This is an optimization exercise on Yosys and OpenROAD, whose aim is small area, not a production implementation. Only simulation tests tie the RTL to the original design; equivalence was not proved. Power figures rest on the tool's default switching activity, not on a simulated workload.

[flow/design.v]
`timescale 1ns / 1ps
module sevseg (
    input clk,
    input reset,
    input [3:0] digit,             
    output [1:0] digit_sel,        
    output [3:0] IO_SSEG_SEL,      
    output reg [6:0] IO_SSEG       
    );
    localparam [3:0] BLANK = 4'd12;    
    localparam [3:0] ALL_ON = 4'd15;   
    reg [2:0] phase;    
    reg [3:0] hold;     
    reg [3:0] st0, st2;
    reg [2:0] st1;
    reg [1:0] st3;
    reg [3:0] code;     
    wire [1:0] cur = phase[2:1];
    wire half = phase[0];
    assign digit_sel = cur + half;
    wire [1:0] prev = half ? cur : cur - 2'd1;
    wire blank = (code == BLANK);
    assign IO_SSEG_SEL = blank ? 4'b1111 : ~(4'b0001 << prev);
    reg [3:0] stored;
    always @(*) begin
        case (cur)
            2'd0: stored = st0;
            2'd1: stored = (st1 == 3'b111) ? ALL_ON : {1'b0, st1};
            2'd2: stored = st2;
            default: stored = (st3 == 2'b11) ? ALL_ON : {2'b00, st3};
        endcase
    end
    always @(posedge clk) begin
        if (reset) begin
            phase <= 0;
            hold <= 0;
            st0 <= 4'd8;
            st1 <= 3'b111;
            st2 <= 4'd8;
            st3 <= 2'b11;
            code <= BLANK;
        end else begin
            phase <= phase + 3'd1;
            if (half) begin
                code <= hold;
                hold <= digit;
            end else begin
                code <= stored;
                case (cur)
                    2'd0: st0 <= digit;
                    2'd1: st1 <= digit[2:0];
                    2'd2: st2 <= digit;
                    default: st3 <= digit[1:0];
                endcase
            end
        end
    end
    always @(*) begin
        case (code)
            4'd0 : IO_SSEG = 7'b1000000;
            4'd1 : IO_SSEG = 7'b1111001;
            4'd2 : IO_SSEG = 7'b0100100;
            4'd3 : IO_SSEG = 7'b0110000;
            4'd4 : IO_SSEG = 7'b0011001;
            4'd5 : IO_SSEG = 7'b0010010;
            4'd6 : IO_SSEG = 7'b0000010;
            4'd7 : IO_SSEG = 7'b1111000;
            4'd8 : IO_SSEG = 7'b0000000;
            4'd9 : IO_SSEG = 7'b0011000;
            4'd15: IO_SSEG = 7'b0000000;
            default: IO_SSEG = 7'b1111111;
        endcase
    end
endmodule
`timescale 1ns / 1ps
module Digital_Clock(
    input clk,
    input reset,
    input IO_BTN_C,IO_BTN_U, IO_BTN_L, IO_BTN_R, IO_BTN_D,
    input [0:0] IO_SWITCH,
    output [6:0] IO_SSEG, output [3:0] IO_SSEG_SEL,
    output [0:0] IO_LED,
    output change_time,
    output alarm,
    output reg speaker,
    output led_reset
    );
    assign led_reset = 1;
    reg [3:0] counter;           
    reg [5:0] Seconds;           
    reg [2:0] m_t;  reg [3:0] m_o;    
    reg [1:0] h_t;  reg [3:0] h_o;    
    reg [2:0] am_t; reg [3:0] am_o;   
    reg [1:0] ah_t; reg [3:0] ah_o;   
    reg current_bit;
    reg set_ct, set_al;          
    reg mode_ct, mode_al;
    reg AMPM, AM_PM;
    assign IO_LED[0] = AM_PM;
    assign change_time = mode_ct;
    assign alarm = mode_al;
    wire clock_mode = ~set_ct & ~set_al;
    wire sec60  = Seconds[5] & Seconds[4] & Seconds[3] & Seconds[2];
    wire cnt11  = counter[3] & counter[1] & counter[0];
    wire cnt_ge2 = counter[3] | counter[2] | counter[1];
    wire wrap   = clock_mode ? cnt11 : cnt_ge2;
    wire step   = ~clock_mode & cnt_ge2;
    function [12:0] hm_next;    
        input [2:0] mt; input [3:0] mo; input [1:0] ht; input [3:0] ho;
        input carry_in;     
        input st;           
        input bit_h;        
        input up, down;
        reg m60, h24, m0, h0, h1;
        reg [2:0] mt_inc, mt_dec; reg [3:0] mo_inc, mo_dec;
        reg [1:0] ht_inc, ht_dec; reg [3:0] ho_inc, ho_dec;
        reg [2:0] nmt; reg [3:0] nmo; reg [1:0] nht; reg [3:0] nho;
        begin
            m60 = mt[2] & mt[1];
            h24 = ht[1] & ho[2];
            m0  = (mt == 0) & (mo == 0);
            h0  = (ht == 0) & (ho == 0);
            h1  = (ht == 0) & (ho == 1);
            if (mo == 9) begin mo_inc = 0; mt_inc = mt + 1; end
            else begin mo_inc = mo + 1; mt_inc = mt; end
            if (mo == 0) begin mo_dec = 9; mt_dec = mt - 1; end
            else begin mo_dec = mo - 1; mt_dec = mt; end
            if (ho == 9) begin ho_inc = 0; ht_inc = ht + 1; end
            else begin ho_inc = ho + 1; ht_inc = ht; end
            if (h1) begin ho_dec = 2; ht_dec = 1; end
            else if (ho == 0) begin ho_dec = 9; ht_dec = ht - 1; end
            else begin ho_dec = ho - 1; ht_dec = ht; end
            nmt = mt; nmo = mo; nht = ht; nho = ho;
            if (st) begin
                if (!bit_h) begin
                    if (down & ~m0) begin nmt = mt_dec; nmo = mo_dec; end
                    else if (down & ~h0) begin
                        nmt = 5; nmo = 9; nht = ht_dec; nho = ho_dec;
                    end else if (up) begin nmt = mt_inc; nmo = mo_inc; end
                end else begin
                    if (down & ~h0) begin nht = ht_dec; nho = ho_dec; end
                    else if (up) begin nht = ht_inc; nho = ho_inc; end
                end
            end
            if (carry_in) begin nmt = mt_inc; nmo = mo_inc; end
            if (m60) begin nmt = 0; nmo = 0; nht = ht_inc; nho = ho_inc; end
            if (h24) begin nht = 0; nho = 0; end
            hm_next = {nmt, nmo, nht, nho};
        end
    endfunction
    wire [12:0] t_next = hm_next(m_t, m_o, h_t, h_o, sec60, step & set_ct,
                                 current_bit, IO_BTN_U, IO_BTN_D);
    wire [12:0] a_next = hm_next(am_t, am_o, ah_t, ah_o, 1'b0, step & set_al,
                                 current_bit, IO_BTN_U, IO_BTN_D);
    wire [1:0] digit_sel;
    wire [2:0] s_mt = set_al ? am_t : m_t;
    wire [3:0] s_mo = set_al ? am_o : m_o;
    wire [1:0] s_ht = set_al ? ah_t : h_t;
    wire [3:0] s_ho = set_al ? ah_o : h_o;
    reg [3:0] h12_o; reg h12_t; reg pm;
    always @(*) begin
        pm = s_ht[1] | (s_ht[0] & (s_ho >= 2));
        case (s_ht)
            2'd0: if (s_ho == 0) begin h12_t = 1; h12_o = 2; end
                  else begin h12_t = 0; h12_o = s_ho; end
            2'd1: if (s_ho <= 2) begin h12_t = 1; h12_o = s_ho; end
                  else begin h12_t = 0; h12_o = s_ho - 2; end
            default: if (s_ho <= 1) begin h12_t = 0; h12_o = s_ho + 8; end
                  else begin h12_t = 1; h12_o = s_ho - 2; end
        endcase
    end
    reg [3:0] digit;
    always @(*) begin
        case (digit_sel)
            2'd0: digit = s_mo;
            2'd1: digit = {1'b0, s_mt};
            2'd2: digit = AMPM ? s_ho : h12_o;
            default: digit = AMPM ? {2'b00, s_ht} : {3'b000, h12_t};
        endcase
    end
    sevseg display(.clk(clk), .reset(reset), .digit(digit),
        .digit_sel(digit_sel), .IO_SSEG_SEL(IO_SSEG_SEL), .IO_SSEG(IO_SSEG));
    always @(posedge clk) begin
        if (reset) begin
            counter <= 0;
            Seconds <= 0;
            {m_t, m_o, h_t, h_o} <= 0;
            {am_t, am_o, ah_t, ah_o} <= {3'd0, 4'd1, 2'd0, 4'd0};
            current_bit <= 0;
            set_ct <= 1;
            set_al <= 0;
            mode_ct <= 0;
            mode_al <= 0;
            AMPM <= 0;
            AM_PM <= 0;
            speaker <= 0;
        end else begin
            counter <= wrap ? 4'd0 : counter + 4'd1;
            if (sec60)
                Seconds <= 0;
            else if (clock_mode & cnt11)
                Seconds <= Seconds + 1;
            else if (clock_mode & IO_BTN_C)
                Seconds <= 0;
            {m_t, m_o, h_t, h_o} <= t_next;
            {am_t, am_o, ah_t, ah_o} <= a_next;
            if (clock_mode & IO_BTN_C)
                current_bit <= 0;
            else if (step & (IO_BTN_L | IO_BTN_R))
                current_bit <= ~current_bit;
            if (IO_BTN_C) begin
                set_ct <= clock_mode;
                set_al <= set_ct;
            end
            mode_ct <= set_ct;
            mode_al <= set_al;
            if (clock_mode)
                speaker <= ({m_t, m_o, h_t, h_o} == {am_t, am_o, ah_t, ah_o});
            AMPM <= IO_SWITCH[0];
            AM_PM <= ~AMPM & pm;
        end
    end
endmodule
[flow/run.sh]
#!/bin/bash
# synth_recipe.tcl (not shown) runs the flow's synth.tcl, then flattens the netlist and writes it again
# the make line also repeats each setting of config.mk as NAME=value (left out here)
make -C /OpenROAD-flow-scripts/flow DESIGN_CONFIG=/design/flow/config.mk WORK_HOME=/design/flow/orfs CLKGATE_MAP_FILE= SYNTH_SCRIPT=/design/flow/synth_recipe.tcl finish
[flow/config.mk]
export PLATFORM = sky130hd
export DESIGN_NAME = Digital_Clock
export DESIGN_NICKNAME = Digital_Clock
export VERILOG_FILES = /design/flow/design.v
export SDC_FILE = /design/flow/constraint.sdc
export NUM_CORES = 4
export LEC_CHECK = 0
export CAP_MARGIN = 20
export CORE_MARGIN = 2
export CORE_UTILIZATION = 40
export SLEW_MARGIN = 20
[flow/constraint.sdc]
create_clock -name core_clock -period 10.0 [get_ports {clk}]
set_input_delay 2.0000 -clock core_clock [delete_from_list [all_inputs] [get_ports {clk}]]
set_output_delay 2.0000 -clock core_clock [all_outputs]
set_load 0.01 [all_outputs]
==> run notes <==
[area by class of cell]
type / instances / area [sq um]
timing repair buffer: 24 / 235
fill: 1274 / 6870
inverter: 33 / 124
tap: 172 / 215
clock buffer: 12 / 256
multi-input combinational: 503 / 3320
sequential: 75 / 1500
clock inverter: 3 / 46.3
[final timing paths]
kind                     from        endpoint
min reg2reg    display.st2[1]  display.st2[1]
min            display.st2[1]  display.st2[1]
max          display.phase[0]  IO_SSEG_SEL[2]
max reg2reg  display.phase[2]      IO_SSEG[0]
[worst max-delay path: stages (launching register included)]
cell and delay (ns):
dfxtp_1 0.83, ha_1 0.52, nor2b_1 0.23, nand2_1 0.07
clkdlybuf4s50_1 0.53
[registers in the layout (all words and copies together) (netlist names), 4 cells and up]
| register | cells |
|---|---|
| ah_o | 4 |
| display.code | 4 |
| m_o | 4 |
| IO_SSEG | 7 |
| h_o | 4 |
| counter | 4 |
| am_o | 4 |
| display.st0 | 4 |
| Seconds | 6 |
| display.hold | 4 |
| display.st2 | 4 |
[cells in the final DEF, fill, tap and decap left out, types with 5 or more instances in the layout]
cell and n:
mux2i_1 10, mux2_2 8, a31oi_1 15, nor2b_1 18
or3_1 8, nand4_1 12, nand2_1 52, xnor2_1 13
dfxtp_1 75, nor2_1 51, nand3_1 25, a21oi_1 51
o21ai_0 43, xor2_1 7, o21ai_1 6, nand3b_1 5
a221oi_1 5, nor3b_1 7, inv_1 33, nor3_1 13
nand2b_1 13, clkbuf_16 9, ha_1 26, clkdlybuf4s50_1 22
a211oi_1 20
[routing by layer]
metal,up-vias,track usage [%],part of all wire (%)
met5,-,0,0
met4,0,8.71,2.4
met3,24,3.50,4.2
met2,133,30.3,46
met1,2264,25.9,47
li1,2385,-,-
[cells by family (layout without fill, tap and decap cells)]
group | after synthesis | after routing | share of synthesized area, %
simple gates | 233 | 233 | 24.3
fa+ha+maj | 26 | 26 | 6.36
mux | 19 | 19 | 4.16
other cells | 1 | 1 | 0.0733
buf+inv | 75 | 72 | 5.94
xor+xnor | 21 | 21 | 3.59
flops | 75 | 75 | 29.3
compound gates | 203 | 203 | 26.3
[power groups by stage]
stage	Clock [mW]	Combinational, mW	Sequential [mW]
2_1_floorplan	0	0.182	0.348
3_3_place_gp	0	0.231	0.361
3_5_place_dp	0	0.235	0.362
4_1_cts	0.343	0.236	0.355
5_1_grt	0.356	0.267	0.360
6_report	0.333	0.237	0.356
==> flow_summary.toml <==
[worst_setup_path]
cp-end-kind = "primary output"
path_max_fanout = 24
worstPathArrival_ns = 2.51
start_kind = "flip-flop"
rrSetupSlack_ns = 7.36
critPathKind = "reg2out"
worstPathRequired_ns = 8.00
worst-r2r-cell-count = 8

[timing]
fin_tns_setup_ns = 0
finalWorstSetupSlack_ns = 5.49
tightest_slew_ns = 0.783
slew_headroom_pct = 47.7
hold_violations = 0
max_clock_freq_ghz = 0.222
setup_viol = 0
skew_ns = 0.00535
period_share_pct = 45.1
period_needed_ns = 4.51
slew_viol_final = 0
hold_slack_ns = 0.459
rsz0062_at_grt = "false"

[placed_design]
gp_congestion = 0.910
io_buffers = 22
postPlaceCellArea_sq_um = 5390
dp_hpwl_microns = 9060
place_inst = 807
place_ws_ns = 5.28

[die]
start_util_pct = 40.7
die_w_microns = 117
die_y_microns = 117
io_pins = 24
core-area_sq_um = 12600
die-area_sq_um = 13700
rows = 41

[finish]
diodes = 0
final_util_pct = 45.3
stdcell_count = 822
design_area_sq_um = 5700
fin_nets = 680
layout-drive-gt1-share_pct = 7.38
area_delta_synth_final_pct = 11.3

[power]
internal_power_mw = 0.633
p_seq_share_pct = 38.5
power_frac_clock_pct = 36.0
leakage_nw = 2.03
p_sw_share_pct = 31.6
design_power_total_mw = 0.926
vdd_drop_max_mv = 0.0630
p_sw_mw = 0.293
powerDensity_nw_per_um2 = 162
pwr-share-comb_pct = 25.6

[synth]
netlist_instances = 653
post-synth-top-area-cell = "dfxtp_1"
syn-num-nets = 687
syn_area_per_cell_sq_um = 7.84
synth_top_area_share_pct = 29.3
yosysWarnings = 2
async_reset_ff_share_pct = 0
yosysMostFrequentCell = "dfxtp_1"
synth_top_flop_cell = "dfxtp_1"
netlist_top_cells_area = "dfxtp_1 29%, ha_1 6.4%, a21oi_1 5.0%, o21ai_0 4.2%, nand2_1 3.8%"
synth_area_sq_um = 5120
ys_types = 77
ys_seq_elements = 75
seq_area_frac_synth_pct = 29.3
yosys-top-cells-count = "75 x dfxtp_1, 52 x nand2_1, 51 x a21oi_1, 51 x nor2_1, 43 x o21ai_0"
synth-edff-count = 0

[clocking]
cts_buffers = 9
ctsHoldBuffers = 0
cts_buffer_depth = 2
clk_pin_slew_ns = 0.06
cts_setup_buffers = 0
htree_levels = 3
root_buffer = "clkbuf_16"
cts_tree = "built"
insertion_delay_ns = 0.34
ctsResizeCount = 0
cts.sinks = 75

[route]
drt_first_pass_iters = 5
vias_per_cell = 5.85
num_vias = 4806
routed_wirelength_microns = 12700
drt_iter0_drc = 255
postRouteAntennaNets = 0
drc = 0
wl_per_cell_microns = 15.5

[job]
timing.max_cap.violations = 0

[grt]
grt_pass1_vias = 4309
overflow = 0
grt_pass1_wl_microns = 21000
grt_usage_pct = 19.3
grt_max_degree = 33
antenna_found_initial = 0

[worst_hold_path]
min_path_cells = 2
min-delay-path-class = "reg2reg"

[outcome]
status = "timing/DRC/antenna clean"

==> afterwards: timing with drivers on the ports <==
Ports are ideal in the flow. The routed layout listed here was re-timed in OpenROAD.
Step 1 sets driving cells, clkbuf_16 on the clock port and buf_2 on the other inputs (assumed; they add their load-dependent delay and slew).
Step 2 moves the port delays by t, midway between the first and last clock arrival at a register: inputs arrive t later, outputs are due t later. That takes back most of the time a late clock gives input paths.
Three values: ideal, step 1, step 2; two values: the first two.
shift t [ns]: 0.377
setup WS [ns]: 5.487 / 5.449 / 5.263
worst register clock-pin slew, ns: 0.06 / 0.06
After both steps this run still meets setup and hold. For this run, drivers alone change the setup slack by -0.038 ns; drivers and shift together by -0.224 ns.
